This design comes from an exercise in tuning for small area, a short achievable clock period and few clock cycles per item on the open sky130 flow, not from production work.
In this exercise RTL edits were held to simulation tests only and were not proved equivalent to the original.
Power and IR drop assume default switching activity.

**design/flow/design.v**
```verilog
module JAM (
input CLK,
input RST,
output reg [2:0] W,
output reg [2:0] J,
input [6:0] Cost,
output [3:0] MatchCount,
output [9:0] MinCost,
output reg Valid );
integer k, m;
function [13:0] ks13;
	input [12:0] a, b;
	input cin;
	reg [12:0] pp, G, P, Gn, Pn;
	integer i, l;
	begin
		pp = a ^ b;
		G = a & b;
		P = pp;
		G[0] = G[0] | (pp[0] & cin);
		for (l = 0; l < 4; l = l + 1) begin
			Gn = G;
			Pn = P;
			for (i = (1 << l); i < 13; i = i + 1) begin
				Gn[i] = G[i] | (P[i] & G[i - (1 << l)]);
				Pn[i] = P[i] & P[i - (1 << l)];
			end
			G = Gn;
			P = Pn;
		end
		ks13[0] = pp[0] ^ cin;
		for (i = 1; i < 13; i = i + 1)
			ks13[i] = pp[i] ^ G[i - 1];
		ks13[13] = G[12];
	end
endfunction
reg        rst_q;
reg        iv, iv_d1;
reg [5:0]  wa_d1;
reg [6:0]  T [0:63];
reg [3:0]  rows_done;
wire       done_now;
always @(posedge CLK) begin
	rst_q <= RST;
	iv_d1 <= iv;
	wa_d1 <= {W, J};
	if (RST) begin
		{W, J} <= ({W, J} == 6'd0) ? 6'd1 : 6'd0;
		iv <= 1'b1;
	end
	else if (iv) begin
		if ({W, J} == 6'd63)
			iv <= 1'b0;
		else
			{W, J} <= {W, J} + 6'd1;
	end
	else if (done_now)
		{W, J} <= 6'd0;
end
always @(posedge CLK) begin
	T[wa_d1] <= Cost;
end
always @(posedge CLK) begin
	if (rst_q)
		rows_done <= 4'd0;
	else if (iv_d1 && wa_d1[2:0] == 3'd7)
		rows_done <= rows_done + 4'd1;
end
localparam H_WAIT = 3'd0, H_C = 3'd1, H_A = 3'd2, H_B = 3'd3, H_E = 3'd4,
           H_ELIM = 3'd5, H_DFS = 3'd6, H_DONE = 3'd7;
reg [2:0]  hs;
reg [2:0]  ph;                  
reg [10:0] nv [0:7];            
reg [9:0]  minv [0:7];
reg [3:0]  way [0:7];           
reg [2:0]  p [0:7];             
reg [7:0]  matched;
reg [7:0]  used;                
reg [9:0]  total;
reg [7:0]  win;                 
reg [6:0]  Trow [0:7];
reg [11:0] Xr;                  
reg [11:0] UC [0:7];            
reg [11:0] NUnew;               
reg [3:0]  j0_r;
reg        c_first;
reg        c_e;
reg [2:0]  c_erow;
reg [7:0]  epend;               
reg [2:0]  ecur, erow;          
reg        busy;
reg [2:0]  aug_j;
reg [3:0]  aug_n;               
reg [7:0]  ph_oh;               
reg [7:0]  erow_oh;             
reg [7:0]  E [0:7];
reg [7:0]  AR, AC;
reg [2:0]  dl;
reg [2:0]  ch [0:7];
reg        rs;
reg        dph;                 
reg        dinit;               
reg        cand_r, have_above_r, have_below_r;
reg [2:0]  candidx_r, nextrow_r, prevrow_r;
reg [3:0]  cnt;
reg [12:0] s1, c1, s2, c2, s3, c3, o4, o5;
reg [12:0] val [0:7];
reg [13:0] dms;
reg        lt [0:7];
reg        ez [0:7];
reg [9:0]  v10 [0:7];
always @* begin
	for (k = 0; k < 8; k = k + 1) begin
		o5 = ~{3'd0, minv[k]};
		s1 = {6'd0, Trow[k]} ^ {3'd0, nv[k][9:0]} ^ {Xr[11], Xr};
		c1 = {(({6'd0, Trow[k]} & {3'd0, nv[k][9:0]}) | ({6'd0, Trow[k]} & {Xr[11], Xr}) | ({3'd0, nv[k][9:0]} & {Xr[11], Xr})), 1'b0};
		s3 = s1 ^ c1 ^ o5;
		c3 = {((s1 & c1) | (s1 & o5) | (c1 & o5)), 1'b1};
		val[k] = ks13(s1, c1, 1'b0);
		dms = ks13(s3, c3, 1'b0);
		lt[k] = dms[12];
		ez[k] = ((s1 ^ c1) == {(s1[11:0] | c1[11:0]), 1'b0});
		v10[k] = (val[k][12:10] != 3'd0) ? 10'h3ff : val[k][9:0];
	end
end
reg [63:0] le;
reg [7:0]  win_c;
always @* begin
	for (k = 0; k < 8; k = k + 1)
		for (m = k + 1; m < 8; m = m + 1)
			le[k*8+m] = le10(minv[k], minv[m]);
	for (k = 0; k < 8; k = k + 1) begin
		win_c[k] = !used[k];
		for (m = 0; m < 8; m = m + 1) begin
			if (m < k && !used[m] && le[m*8+k]) win_c[k] = 1'b0;
			if (m > k && !used[m] && !le[k*8+m]) win_c[k] = 1'b0;
		end
	end
end
reg [9:0]  Dn, nvsel;
reg [2:0]  i0n, j1n;
reg        mj;
always @* begin
	Dn = 10'd0;
	nvsel = 10'd0;
	i0n = 3'd0;
	j1n = 3'd0;
	mj = 1'b0;
	for (k = 0; k < 8; k = k + 1) begin
		Dn = Dn | ({10{win[k]}} & minv[k]);
		nvsel = nvsel | ({10{win[k]}} & nv[k][9:0]);
		i0n = i0n | ({3{win[k]}} & p[k]);
		j1n = j1n | ({3{win[k]}} & k[2:0]);
		mj = mj | (win[k] & matched[k]);
	end
end
reg  [11:0] ucsel;
reg  [3:0]  waysel;
always @* begin
	ucsel = 12'd0;
	waysel = 4'd0;
	for (k = 0; k < 8; k = k + 1) begin
		ucsel = ucsel | ({12{win[k]}} & UC[k]);
		waysel = waysel | ({4{win[k]}} & way[k]);
	end
end
wire [13:0] Xn_f   = ks13({3'd0, Dn}, {ucsel[11], ucsel}, 1'b0);
wire [13:0] nvj1_f = ks13({3'd0, nvsel}, ~{3'd0, Dn}, 1'b1);
wire [11:0] Xn   = Xn_f[11:0];
wire [10:0] nvj1 = nvj1_f[10:0];
wire [13:0] ndn_f  = ks13(13'd0, ~{3'd0, Dn}, 1'b1);
reg [11:0] ucc [0:7];
reg [13:0] ucc_f;
always @* begin
	for (k = 0; k < 8; k = k + 1) begin
		ucc_f = ks13({UC[k][11], UC[k]}, ~{3'd0, Dn}, 1'b1);
		ucc[k] = ucc_f[11:0];
	end
end
reg [10:0] nvc [0:7];
reg [13:0] nvc_f;
always @* begin
	for (k = 0; k < 8; k = k + 1) begin
		nvc_f = ks13({{2{nv[k][10]}}, nv[k]}, {3'd0, Dn}, 1'b0);
		nvc[k] = nvc_f[10:0];
	end
end
reg  [7:0] esrc, elow;
reg  [2:0] enext;
always @* begin
	esrc = (hs == H_E) ? epend : matched;
	elow = 8'd0;
	enext = 3'd0;
	for (k = 7; k >= 0; k = k - 1)
		if (esrc[k]) begin
			elow = 8'd0;
			elow[k] = 1'b1;
			enext = k;
		end
end
wire [3:0] ph1 = {1'b0, ph} + 4'd1;
wire       b_go       = (hs == H_B) && !busy;
wire       b_next     = b_go && mj;                       
wire       b_end      = b_go && !mj;                      
wire       first_wait = (hs == H_WAIT) && (rows_done > {1'b0, ph});
wire       first_next = b_end && (ph != 3'd7) && (rows_done > ph1);
reg [2:0]  s_row;
reg [7:0]  rsel;
always @* begin
	if (hs == H_E)
		s_row = erow;
	else if (hs == H_B)
		s_row = (ph == 3'd7) ? 3'd7 : ph1[2:0];
	else
		s_row = ph;
	rsel = 8'd0;
	if (hs == H_B && mj) begin
		for (k = 0; k < 8; k = k + 1)
			for (m = 0; m < 8; m = m + 1)
				if (win[k] && p[k] == m) rsel[m] = 1'b1;
	end
	else if (hs == H_E)
		rsel = erow_oh;
	else if (hs == H_B)
		rsel = (ph == 3'd7) ? 8'h80 : {ph_oh[6:0], 1'b0};
	else
		rsel = ph_oh;
end
reg [6:0]  Trow_c [0:7];
always @* begin
	for (k = 0; k < 8; k = k + 1) begin
		Trow_c[k] = 7'd0;
		for (m = 0; m < 8; m = m + 1)
			Trow_c[k] = Trow_c[k] | ({7{rsel[m]}} & T[m*8+k]);
	end
end
always @(posedge CLK) begin
	for (k = 0; k < 8; k = k + 1)
		Trow[k] <= Trow_c[k];
	if (hs == H_E)
		Xr <= UC[ecur];
	else if (hs == H_B && mj)
		Xr <= Xn;
	else if (hs == H_B && ph == 3'd7)
		Xr <= ndn_f[11:0];
	else
		Xr <= 12'd0;
	c_erow <= s_row;    
	win <= win_c;
end
reg [7:0]  ecol [0:7];
reg [7:0]  rdeg1, cdeg1, rm_r, rm_c;
reg [7:0]  umask, above, cand, rowsabove, rowsbelow;
reg [2:0]  candidx, nextrow, prevrow, firstrow;
reg        have_above, have_below;
function le10;
	input [9:0] a, b;
	reg [9:0] g, e;
	reg [4:0] g1, e1;
	reg [2:0] g2, e2;
	reg g3, e3;
	integer i;
	begin
		g = a & ~b;
		e = ~(a ^ b);
		for (i = 0; i < 5; i = i + 1) begin
			g1[i] = g[2*i+1] | (e[2*i+1] & g[2*i]);
			e1[i] = e[2*i+1] & e[2*i];
		end
		g2[0] = g1[1] | (e1[1] & g1[0]);
		e2[0] = e1[1] & e1[0];
		g2[1] = g1[3] | (e1[3] & g1[2]);
		e2[1] = e1[3] & e1[2];
		g2[2] = g1[4];
		e2[2] = e1[4];
		g3 = g2[1] | (e2[1] & g2[0]);
		e3 = e2[1] & e2[0];
		le10 = ~(g2[2] | (e2[2] & g3));
	end
endfunction
function onehot4;
	input [3:0] y;
	begin
		onehot4 = ((y[0] ^ y[1]) & ~(y[2] | y[3])) | ((y[2] ^ y[3]) & ~(y[0] | y[1]));
	end
endfunction
function onehot8;
	input [7:0] x;
	begin
		onehot8 = (onehot4(x[3:0]) & ~(|x[7:4])) | (onehot4(x[7:4]) & ~(|x[3:0]));
	end
endfunction
always @* begin
	for (k = 0; k < 8; k = k + 1)
		for (m = 0; m < 8; m = m + 1)
			ecol[k][m] = E[m][k];
	for (k = 0; k < 8; k = k + 1) begin
		rdeg1[k] = AR[k] & onehot8(E[k] & AC);
		cdeg1[k] = AC[k] & onehot8(ecol[k] & AR);
	end
	for (k = 0; k < 8; k = k + 1) begin
		rm_r[k] = rdeg1[k] | (|(E[k] & cdeg1));
		rm_c[k] = cdeg1[k] | (|(ecol[k] & rdeg1));
	end
	umask = ~AC;
	for (k = 0; k < 8; k = k + 1)
		if (AR[k] && k < dl)
			umask = umask | (8'd1 << ch[k]);
	for (k = 0; k < 8; k = k + 1) begin
		above[k] = !rs || (k > ch[dl]);
		rowsabove[k] = AR[k] && (k > dl);
		rowsbelow[k] = AR[k] && (k < dl);
	end
	cand = E[dl] & ~umask & above;
	candidx = 3'd0;
	for (k = 7; k >= 0; k = k - 1)
		if (cand[k]) candidx = k;
	have_above = |rowsabove;
	have_below = |rowsbelow;
	nextrow = 3'd0;
	for (k = 7; k >= 0; k = k - 1)
		if (rowsabove[k]) nextrow = k;
	prevrow = 3'd0;
	for (k = 0; k < 8; k = k + 1)
		if (rowsbelow[k]) prevrow = k;
	firstrow = 3'd0;
	for (k = 7; k >= 0; k = k - 1)
		if (AR[k]) firstrow = k;
end
assign done_now = (hs == H_ELIM && !c_e && (AR & ~rm_r) == 8'd0) ||
                  (hs == H_DFS && !dinit && dph && !cand_r && !have_below_r);
wire [2:0] aug_cur = aug_j;
always @(posedge CLK) begin
	if (rst_q) begin
		hs <= H_WAIT;
		ph <= 3'd0;
		ph_oh <= 8'd1;
		for (k = 0; k < 8; k = k + 1) begin
			nv[k] <= 11'd0;
			way[k] <= 4'b1000;
		end
		matched <= 8'd0;
		used <= 8'd0;
		total <= 10'd0;
		busy <= 1'b0;
		c_e <= 1'b0;
	end
	else begin
		if (busy) begin
			matched[aug_cur] <= 1'b1;
			if (aug_n[3]) begin
				p[aug_cur] <= ph - 3'd1;
				UC[aug_cur] <= NUnew;
				busy <= 1'b0;
				for (k = 0; k < 8; k = k + 1)
					way[k] <= 4'b1000;
			end
			else begin
				p[aug_cur] <= p[aug_n[2:0]];
				UC[aug_cur] <= UC[aug_n[2:0]];
				aug_j <= aug_n[2:0];
				aug_n <= way[aug_n[2:0]];
			end
		end
		if (hs == H_C) begin
			for (k = 0; k < 8; k = k + 1) begin
				if (c_first)
					minv[k] <= v10[k];
				else if (!used[k] && lt[k]) begin
					minv[k] <= val[k][9:0];
					way[k] <= j0_r;
				end
			end
			hs <= H_A;
		end
		if (hs == H_A)
			hs <= H_B;
		if (c_e) begin
			for (k = 0; k < 8; k = k + 1)
				E[c_erow][k] <= ez[k];
		end
		c_e <= 1'b0;
		if (first_wait || first_next) begin
			j0_r <= 4'b1000;
			c_first <= 1'b1;
			hs <= H_C;
		end
		if (b_next) begin
			used <= used | win;
			nv[j1n] <= nvj1;
			UC[j1n] <= Xn;
			j0_r <= {1'b0, j1n};
			c_first <= 1'b0;
			hs <= H_C;
		end
		if (b_end) begin
			for (k = 0; k < 8; k = k + 1)
				if (used[k]) begin
					nv[k] <= nvc[k];
					UC[k] <= ucc[k];
				end
			total <= total + Dn;
			NUnew <= ndn_f[11:0];
			used <= 8'd0;
			ph <= ph + 3'd1;
			ph_oh <= {ph_oh[6:0], ph_oh[7]};
			if (ph == 3'd7) begin
				hs <= H_E;
				epend <= matched & ~elow;
				ecur <= enext;
				erow <= p[enext];
			erow_oh <= 8'd1 << p[enext];
				c_e <= 1'b1;
			end
			else begin
				busy <= 1'b1;
				aug_j <= j1n;
				aug_n <= waysel;
				if (!first_next)
					hs <= H_WAIT;
			end
		end
		if (hs == H_E) begin
			c_e <= 1'b1;
			epend <= epend & ~elow;
			ecur <= enext;
			erow <= p[enext];
			erow_oh <= 8'd1 << p[enext];
			if (epend == 8'd0) begin
				hs <= H_ELIM;
				AR <= 8'hff;
				AC <= 8'hff;
				cnt <= 4'd1;
			end
		end
		if (hs == H_ELIM && !c_e) begin
			AR <= AR & ~rm_r;
			AC <= AC & ~rm_c;
			if ((AR & ~rm_r) == 8'd0)
				hs <= H_DONE;
			else if ((rm_r & AR) == 8'd0) begin
				hs <= H_DFS;
				dinit <= 1'b1;
			end
		end
		if (hs == H_DFS && dinit) begin
			dinit <= 1'b0;
			dl <= firstrow;
			rs <= 1'b0;
			cnt <= 4'd0;
			dph <= 1'b0;
		end
		if (hs == H_DFS && !dinit) begin
			dph <= !dph;
			cand_r <= (cand != 8'd0);
			candidx_r <= candidx;
			nextrow_r <= nextrow;
			prevrow_r <= prevrow;
			have_above_r <= have_above;
			have_below_r <= have_below;
			if (dph) begin
				if (cand_r) begin
					ch[dl] <= candidx_r;
					if (have_above_r) begin
						dl <= nextrow_r;
						rs <= 1'b0;
					end
					else begin
						cnt <= cnt + 4'd1;
						rs <= 1'b1;
					end
				end
				else if (have_below_r) begin
					dl <= prevrow_r;
					rs <= 1'b1;
				end
				else
					hs <= H_DONE;
			end
		end
	end
end
always @(posedge CLK) begin
	if (RST || rst_q)
		Valid <= 1'b0;
	else if (done_now)
		Valid <= 1'b1;
end
assign MinCost = total;
assign MatchCount = cnt;
endmodule
```
**design/flow/run.sh**
```bash
#!/bin/bash
# synth_recipe.tcl (not shown) runs the flow's synth.tcl, then flattens the netlist and writes it again
# the make line also repeats each setting of config.mk as NAME=value (left out here)
make -C /OpenROAD-flow-scripts/flow DESIGN_CONFIG=/design/flow/config.mk WORK_HOME=/design/flow/orfs CLKGATE_MAP_FILE= SYNTH_SCRIPT=/design/flow/synth_recipe.tcl finish
```
**design/flow/config.mk**
```make
export PLATFORM = sky130hd
export DESIGN_NAME = JAM
export DESIGN_NICKNAME = JAM
export VERILOG_FILES = /design/flow/design.v
export SDC_FILE = /design/flow/constraint.sdc
export NUM_CORES = 4
export LEC_CHECK = 0
export CAP_MARGIN = 20
export CORE_MARGIN = 2
export CORE_UTILIZATION = 50
export SETUP_SLACK_MARGIN = 5
export SLEW_MARGIN = 20
```
**design/flow/constraint.sdc**
```tcl
create_clock -name core_clock -period 10.0 [get_ports {CLK}]
set_input_delay 2.0000 -clock core_clock [delete_from_list [all_inputs] [get_ports {CLK}]]
set_output_delay 2.0000 -clock core_clock [all_outputs]
set_load 0.01 [all_outputs]
```
==> impl_metrics.py, run 1 <==
metrics = {
    "routing": {
        "routed_wl_um": 256800,
        "drcViolationCount": 0,
        "ant_nets": 0,
        "via_per_inst": 6.598,
        "first_iter_violations": 7310,
        "drt_first_pass_iters": 9,
        "post_drt_wl_per_cell_um": 29.65,
        "vias": 57154,
    },
    "sta": {
        "rsz0062_at_grt": "false",
        "layout_min_cycle_time_ns": 4.861,
        "finClkSkew_ns": 0.07708,
        "finalCritPeriodShare_pct": 48.61,
        "tns_ns": 0,
        "hold_viol": 0,
        "slew_viol_final": 0,
        "relSlewSlack_pct": 15.85,
        "setup_viol": 0,
        "tightestPinTransition_ns": 1.262,
        "max_clock_freq_mhz": 205.7,
    },
    "global_routing": {
        "grt_use_met1_pct": 48.38,
        "grt_max_degree": 65,
        "gr-max-usage-layer": "met2",
        "grt_util_met2_pct": 52.13,
        "track_usage_pct": 34.33,
        "grt_overflow_total": 0,
        "grt_pass1_vias": 54017,
        "grt_pass1_wl_um": 371500,
        "grt_antenna_before_repair": 10,
        "use_met3_pct": 5.890,
    },
    "final_layout": {
        "drive_above_1_share_pct": 7.772,
        "final_cell_mix": "edfxtp_1, ha_1, nand2_1, inv_1, nor2_1",
        "design_area_mm2": 0.07913,
        "fill_cells": 12361,
        "fin_cells": 8662,
        "mostFrequentLayoutCell": "edfxtp_1",
        "utilization_pct": 55.15,
        "nNetsFinal": 7612,
        "area_growth_pct": 9.656,
    },
    "yosys": {
        "avgSynthCellArea_um2": 10.86,
        "seq_area_frac_synth_pct": 42.50,
        "synth_flop_cell": "edfxtp_1",
        "post_synth_num_cell_types": 92,
        "synth_fp_nets": 7603,
        "postSynthCellCount": 6644,
        "synth_area_mm2": 0.07216,
        "synth_warnings": 12,
        "ys_ff_latch": 1080,
        "synth-edff-count": 904,
        "async_flop_share_pct": 0,
    },
    "clocking": {
        "h-tree-depth": 3,
        "clk_latency_ns": 0.79,
        "ctsLongestPathBuffers": 3,
        "path_clk_slew_ns": 0.07,
        "root_buffer": "clkbuf_16",
        "clkSinkCount": 1080,
        "numCtsBuffers": 114,
        "cts_tree": "yes",
        "ctsHoldBuffers": 0,
    },
    "worst_setup_path": {
        "start_kind": "flip-flop",
        "r2r-end": "W[1]",
        "cp_max_fo": 16,
        "cp.arrival_ns": 5.29,
        "r2r_start": "AR[5]",
        "setup.worst_path.end_class": "flip-flop",
        "reg2reg_slack_ns": 5.14,
        "worstPathRequired_ns": 10.42,
        "r2r_cells": 11,
        "critPathKind": "flip-flop to flip-flop",
    },
    "die": {
        "dieArea_mm2": 0.1474,
        "core_area_mm2": 0.1435,
        "die_y_um": 383.9,
        "ios": 30,
        "initial_core_util_pct": 50.30,
        "die_x_um": 383.9,
        "rows": 139,
    },
    "power_and_ir_drop": {
        "ir_worst_vdd_v": 0.0001644,
        "power_leakage_nw": 30.96,
        "fin_total_pwr_mw": 11.35,
        "power.density_mw_per_mm2": 143.5,
    },
    "worst_hold_path": {
        "worstHoldPathType": "flip-flop to flip-flop",
        "min_to": "iv_d1",
        "min_path_cells": 0,
        "hp-start": "iv",
    },
    "run_status": {
        "status": "no timing/DRC/antenna violations",
    },
    "place": {
        "portBuffers": 29,
        "place_area_mm2": 0.07498,
        "gp_congestion": 1.009,
        "dp_cells": 8433,
        "dp_hpwl_um": 185700,
    },
    "run": {
        "maxCapViolCount": 0,
    },
}
[flip-flops by register name, indices dropped and copies added (netlist names), 24 cells and up, named ones only]
register	flops
E	64
T	448
Trow	56
UC	96
ch	24
minv	80
nv	80
p	24
way	32
[worst max-delay path by stage]
stage                     startpoint   endpoint  cells past startpoint
final                          AR[5]       W[1]                     11
after floorplan               win[6]  UC[5][11]                     14
after global routing           AR[5]       W[1]                     11
after global placement        win[1]  UC[5][10]                     15
after detailed placement      win[1]  UC[7][10]                     15
after CTS                     win[1]   nv[0][8]                     10
[critical path: stages (launching register included)]
cell and delay, ns:
edfxtp_1 0.91, nand2_1 0.14, ha_1 0.33, a22oi_1 0.71, o32ai_1 0.28, nor4_1 0.78
nand2_1 0.15, o21ai_0 0.39, nor4_1 0.17, a21oi_1 0.17, buf_4 0.25, o21bai_1 0.22
[timing repair]
| action | 4_1_cts | 5_1_grt |
|---|---|---|
| pin swaps | 1 | 0 |
| setup endpoints to repair | 8 | 103 |
| gates cloned | 0 | 0 |
| buffers inserted | 1 | 5 |
| endpoints found under the hold margin | 0 | 0 |
| resized for setup | 0 | 2 |
[final cells by class]
class	instances	area [um^2]	share of cell area, %
clock buffer	145	3102	3.920
clock inverter	73	959.7	1.213
inverter	444	1667	2.106
tap	1903	2381	3.009
antenna	4	10.01	0.01265
multi-input combinational	4850	39040	49.34
sequential	1080	30690	38.79
timing repair buffer	163	1279	1.616
[per-stage QoR]
step / setup slack [ns] / hold WS (ns)
3_3_place_gp: 5.015 / 0.3798
4_1_cts: 5.088 / 0.3239
2_1_floorplan: 5.834 / 0.3609
3_5_place_dp: 4.920 / 0.3868
5_1_grt: 5.002 / 0.3334
6_report: 5.139 / 0.3350
[routing by layer]
layer  wire (um)  vias up  share of wire (%)
met1      107900    28154                 42
met3       24000      609                9.3
li1            -    25340                  -
met5          62        -              0.024
met2      112500     3041                 44
met4       12430       10                4.8
[cells by family after synthesis]
| group | after synthesis | share of synthesized area (%) |
|---|---|---|
| xor+xnor | 285 | 3.459 |
| mux | 218 | 4.435 |
| flops | 1080 | 42.50 |
| buf+inv | 714 | 3.759 |
| fa+ha+maj | 950 | 18.08 |
| compound gates | 1778 | 17.00 |
| simple gates | 1619 | 10.76 |
[synth_stat cells, drive strengths merged, types with 46 or more instances]
cell	number	area (um^2)
a31oi	57	371.6
a22oi	294	2207
o22ai	96	600.6
o21a	90	675.7
a21oi	299	1496
nand2b	62	387.9
o32ai	50	437.9
nor4	46	294.0
clkbuf	215	807.0
fa	155	3103
edfxtp	904	27150
o21ai	271	1356
ha	795	9947
nor3	150	750.7
xor2	153	1340
buf	55	239.0
a21o	152	1141
nor2	335	1262
mux4	77	1734
nand3	208	1041
dfxtp	176	3523
a22o	67	586.8
a221oi	77	674.4
nand2	505	1896
inv	442	1659
xnor2	132	1156
a211oi	56	425.4
mux2i	117	1196
nand4	96	600.6
[where the power goes]
group | switching (mW) | internal, mW | leakage, nW | total (mW)
Combinational | 0.906 | 0.632 | 19.3 | 1.54
Sequential | 0.178 | 5.03 | 9.64 | 5.20
Clock | 1.94 | 2.67 | 1.99 | 4.61
Testbench counts, summed over its fixed seeds: cycles 2,354, items 24.
==> run 2, diff against run 1 <==
--- a/design/flow/design.v
+++ b/design/flow/design.v
@@ -90,9 +90,6 @@
 reg [2:0]  ecur, erow;          
 reg        busy;
 reg [2:0]  aug_j;
-reg [3:0]  aug_n;               
-reg [7:0]  ph_oh;               
-reg [7:0]  erow_oh;             
 reg [7:0]  E [0:7];
 reg [7:0]  AR, AC;
 reg [2:0]  dl;
@@ -155,14 +152,10 @@
 	end
 end
 reg  [11:0] ucsel;
-reg  [3:0]  waysel;
 always @* begin
 	ucsel = 12'd0;
-	waysel = 4'd0;
-	for (k = 0; k < 8; k = k + 1) begin
+	for (k = 0; k < 8; k = k + 1)
 		ucsel = ucsel | ({12{win[k]}} & UC[k]);
-		waysel = waysel | ({4{win[k]}} & way[k]);
-	end
 end
 wire [13:0] Xn_f   = ks13({3'd0, Dn}, {ucsel[11], ucsel}, 1'b0);
 wire [13:0] nvj1_f = ks13({3'd0, nvsel}, ~{3'd0, Dn}, 1'b1);
@@ -219,12 +212,8 @@
 			for (m = 0; m < 8; m = m + 1)
 				if (win[k] && p[k] == m) rsel[m] = 1'b1;
 	end
-	else if (hs == H_E)
-		rsel = erow_oh;
-	else if (hs == H_B)
-		rsel = (ph == 3'd7) ? 8'h80 : {ph_oh[6:0], 1'b0};
 	else
-		rsel = ph_oh;
+		rsel[s_row] = 1'b1;
 end
 reg [6:0]  Trow_c [0:7];
 always @* begin
@@ -334,7 +323,6 @@
 	if (rst_q) begin
 		hs <= H_WAIT;
 		ph <= 3'd0;
-		ph_oh <= 8'd1;
 		for (k = 0; k < 8; k = k + 1) begin
 			nv[k] <= 11'd0;
 			way[k] <= 4'b1000;
@@ -348,7 +336,7 @@
 	else begin
 		if (busy) begin
 			matched[aug_cur] <= 1'b1;
-			if (aug_n[3]) begin
+			if (way[aug_cur][3]) begin
 				p[aug_cur] <= ph - 3'd1;
 				UC[aug_cur] <= NUnew;
 				busy <= 1'b0;
@@ -356,10 +344,9 @@
 					way[k] <= 4'b1000;
 			end
 			else begin
-				p[aug_cur] <= p[aug_n[2:0]];
-				UC[aug_cur] <= UC[aug_n[2:0]];
-				aug_j <= aug_n[2:0];
-				aug_n <= way[aug_n[2:0]];
+				p[aug_cur] <= p[way[aug_cur][2:0]];
+				UC[aug_cur] <= UC[way[aug_cur][2:0]];
+				aug_j <= way[aug_cur][2:0];
 			end
 		end
 		if (hs == H_C) begin
@@ -403,19 +390,16 @@
 			NUnew <= ndn_f[11:0];
 			used <= 8'd0;
 			ph <= ph + 3'd1;
-			ph_oh <= {ph_oh[6:0], ph_oh[7]};
 			if (ph == 3'd7) begin
 				hs <= H_E;
 				epend <= matched & ~elow;
 				ecur <= enext;
 				erow <= p[enext];
-			erow_oh <= 8'd1 << p[enext];
 				c_e <= 1'b1;
 			end
 			else begin
 				busy <= 1'b1;
 				aug_j <= j1n;
-				aug_n <= waysel;
 				if (!first_next)
 					hs <= H_WAIT;
 			end
@@ -425,7 +409,6 @@
 			epend <= epend & ~elow;
 			ecur <= enext;
 			erow <= p[enext];
-			erow_oh <= 8'd1 << p[enext];
 			if (epend == 8'd0) begin
 				hs <= H_ELIM;
 				AR <= 8'hff;
--- a/design/flow/config.mk
+++ b/design/flow/config.mk
@@ -7,6 +7,5 @@
 export LEC_CHECK = 0
 export CAP_MARGIN = 20
 export CORE_MARGIN = 2
-export CORE_UTILIZATION = 50
-export SETUP_SLACK_MARGIN = 5
+export CORE_UTILIZATION = 40
 export SLEW_MARGIN = 20
==> run 2 against run 1 <==
Against the previous run: sequential cell count decreased by 23; worst setup slack got worse by 0.57 ns; non-clock buffer count up 10; worst hold slack improved by 0.083 ns; power increased by 0.79%; maximum frequency fell by 10%; design area increased by 0.49%; clock-buffer cell count is 19 lower; wire length is 2.8% higher; still clean on timing, DRC and antenna; global-route usage shrank 6.3 points.
==> impl_metrics.py, run 2 <==
metrics = {
    "global_routing": {
        "track_usage_pct": 28.01,
        "grt_max_degree": 65,
        "grt_pass1_vias": 54866,
        "grt_overflow_total": 0,
        "grt_pass1_wl_um": 381700,
        "grt_antenna_before_repair": 9,
    },
    "worst_setup_path": {
        "max_stage_delay_ns": 0.94,
        "path_buf_inv": 2,
        "setup.worst_path.end_class": "flip-flop",
        "path_depth": 13,
        "worstPathRequired_ns": 10.57,
        "start_kind": "flip-flop",
        "r2r_cells": 13,
        "cp_max_fo": 25,
        "cp.arrival_ns": 6.00,
        "cp_cell_sequence": "buf_4, a22oi_1, and4_2, inv_1, ha_1, o21ai_0, o21ai_0, a21o_1, a31o_2, a31oi_1, mux2i_1, nor2_1, a22oi_1",
        "slowest_stage": "mux2i_1",
        "critPathKind": "flip-flop to flip-flop",
        "critical-path-top-delay-family": "compound AO/OA/AOI/OAI gates",
    },
    "yosys": {
        "synth_area_mm2": 0.07185,
        "avgSynthCellArea_um2": 10.70,
        "netlist_top_cells_count": "edfxtp_1, ha_1, nand2_1, inv_1, nor2_1",
        "seq_area_frac_synth_pct": 41.88,
        "async_flop_share_pct": 0,
        "synth_warnings": 12,
        "synth.top_cell.area_share_pct": 37.28,
        "yosysMostFrequentCell": "edfxtp_1",
        "synth_fp_nets": 7680,
        "ys_ff_latch": 1057,
        "postSynthCellCount": 6716,
        "synthTopCellsByArea": "edfxtp_1, ha_1, dfxtp_1",
        "post_synth_num_cell_types": 109,
        "synth_top_cell_by_area": "edfxtp_1",
        "synth-edff-count": 892,
        "synth_flop_cell": "edfxtp_1",
    },
    "routing": {
        "drt_first_pass_iters": 7,
        "first_iter_violations": 7020,
        "via_per_inst": 6.289,
        "vias": 57856,
        "ant_nets": 0,
        "post_drt_wl_per_cell_um": 28.70,
        "routed_wl_um": 264000,
        "drcViolationCount": 0,
    },
    "die": {
        "ios": 30,
        "die_x_um": 427.8,
        "dieArea_mm2": 0.1830,
        "core_area_mm2": 0.1784,
        "initial_core_util_pct": 40.27,
        "die_y_um": 427.8,
        "rows": 155,
    },
    "clocking": {
        "numCtsBuffers": 116,
        "path_clk_slew_ns": 0.06,
        "cts_tree": "yes",
        "postCtsSetupBuffers": 0,
        "clk_latency_ns": 0.80,
        "clkSinkCount": 1057,
        "post_cts_resized": 0,
        "ctsLongestPathBuffers": 3,
        "ctsHoldBuffers": 0,
        "root_buffer": "clkbuf_16",
        "h-tree-depth": 3,
    },
    "power_and_ir_drop": {
        "power_leakage_nw": 31.06,
        "ir_worst_vdd_v": 0.0002429,
        "fin_total_pwr_mw": 11.44,
        "power.density_mw_per_mm2": 143.9,
    },
    "final_layout": {
        "drive_above_1_share_pct": 8.086,
        "final-seq-area_mm2": 0.03010,
        "fill_cells": 16652,
        "nNetsFinal": 7699,
        "largest_reg_flops": 448,
        "top_register": "T",
        "mostFrequentLayoutCell": "edfxtp_1",
        "area_growth_pct": 10.68,
        "reg_top3": "T x448, UC x96",
        "multiInputGateArea_mm2": 0.03903,
        "final_cell_mix": "edfxtp_1, ha_1, nand2_1, inv_1, nor2_1",
    },
    "sta": {
        "relSlewSlack_pct": 22.77,
        "tightestPinTransition_ns": 1.153,
        "setup_viol": 0,
        "rsz0062_at_grt": "false",
        "finalCritPeriodShare_pct": 54.29,
        "layout_min_cycle_time_ns": 5.429,
        "max_clock_freq_mhz": 184.2,
        "slew_viol_final": 0,
        "tns_ns": 0,
        "hold_viol": 0,
        "finClkSkew_ns": 0.1029,
    },
    "run": {
        "maxCapViolCount": 0,
    },
    "place": {
        "gp_congestion": 0.9707,
        "dp_hpwl_um": 192300,
        "portBuffers": 29,
    },
    "worst_hold_path": {
        "min_path_cells": 0,
        "worstHoldPathType": "flip-flop to flip-flop",
    },
    "run_status": {
        "status": "no timing/DRC/antenna violations",
    },
}
## run 2: changes by cell type in the layout (fill, tap and decap cells not counted), moves of 38 or more
cell / before / now
nor2_1: 329 / 382
a22o_1: 67 / 14
a222oi_1: 11 / 107
o21ai_0: 172 / 234
nand4_1: 96 / 142
a22oi_1: 294 / 193
a21oi_1: 293 / 255
o21ai_1: 97 / 9
nand2_1: 505 / 621
## run 2: worst paths after layout
path / from / end / slack [ns]
setup / recovery: win[4] / UC[7][11] / 4.57
hold / removal: iv / iv_d1 / 0.42
setup reg to reg: win[4] / UC[7][11] / 4.57
hold reg to reg: iv / iv_d1 / 0.42
## run 2: logic make-up after synthesis
family	count (synthesis)	synth area share (%)
AND/OR/NAND/NOR	1832	12.32
AO/OA/AOI/OAI	1675	16.71
flip-flops	1057	41.88
adder cells (fa/ha/maj)	955	18.25
buffers and inverters	739	4.099
XOR/XNOR	283	3.476
multiplexers	175	3.270
## run 2: final cells by class
cell class                 count  area share, %
inverter                     467          2.204
tap                         2355          3.705
sequential                  1057          37.86
antenna                        6        0.01888
clock inverter                96          1.685
multi-input combinational   4920          49.08
clock buffer                 126          3.760
timing repair buffer         173          1.690
## run 2: routing by layer
metal | GRT usage (%) | share of wire [%] | vias up
met5 | 0 | 0.010 | -
met4 | 13.13 | 5.5 | 4
met3 | 5.578 | 9.4 | 672
met2 | 42.85 | 44 | 3124
met1 | 38.10 | 41 | 28517
li1 | - | - | 25539
## run 2: through the flow
stage	utilization, %	instance area, um^2	hold slack (ns)	setup WS [ns]	std cells
after floorplan	-	71850	0.3726	6.080	6716
after global placement	42.12	75150	0.4219	4.791	8971
after detailed placement	42.12	75150	0.4238	4.837	8971
after CTS	44.55	79480	0.4347	4.832	9193
after global routing	44.56	79510	0.4419	4.577	9194
final	44.57	79520	0.4176	4.571	9200
## run 2: where the power goes
group | switching, mW | internal [mW] | leakage (nW)
combinational | 0.926 | 0.612 | 19.6
sequential | 0.163 | 4.93 | 9.43
clock | 2.02 | 2.80 | 2.07
total | 3.10 | 8.34 | 31.1
Testbench counts of run 2, summed over its fixed seeds: cycles 2,354, items 24.

[re-timing with driven ports]
Ports are ideal in the flow. The routed layouts listed here were re-timed in OpenROAD.
Step 1, drivers: a clkbuf_16 drives CLK and a buf_2 each remaining input, both assumed.
Step 2, shift: input delay + t, output delay - t, t = (earliest + latest rising clock arrival at the registers) / 2. This alone moves slack from input paths to output paths.
Three values: no drivers, after step 1, after step 2; two values: the first two.
run	t, ns	setup slack, ns	slew at the worst register clock pin (ns)	worst data-port slew with drivers (ns)
run 1	0.841	5.139 / 5.139 / 5.139	0.08 / 0.08	0.03
run 2	0.836	4.571 / 4.571 / 4.571	0.07 / 0.07	0.03
After both steps setup and hold are still met in every run listed.
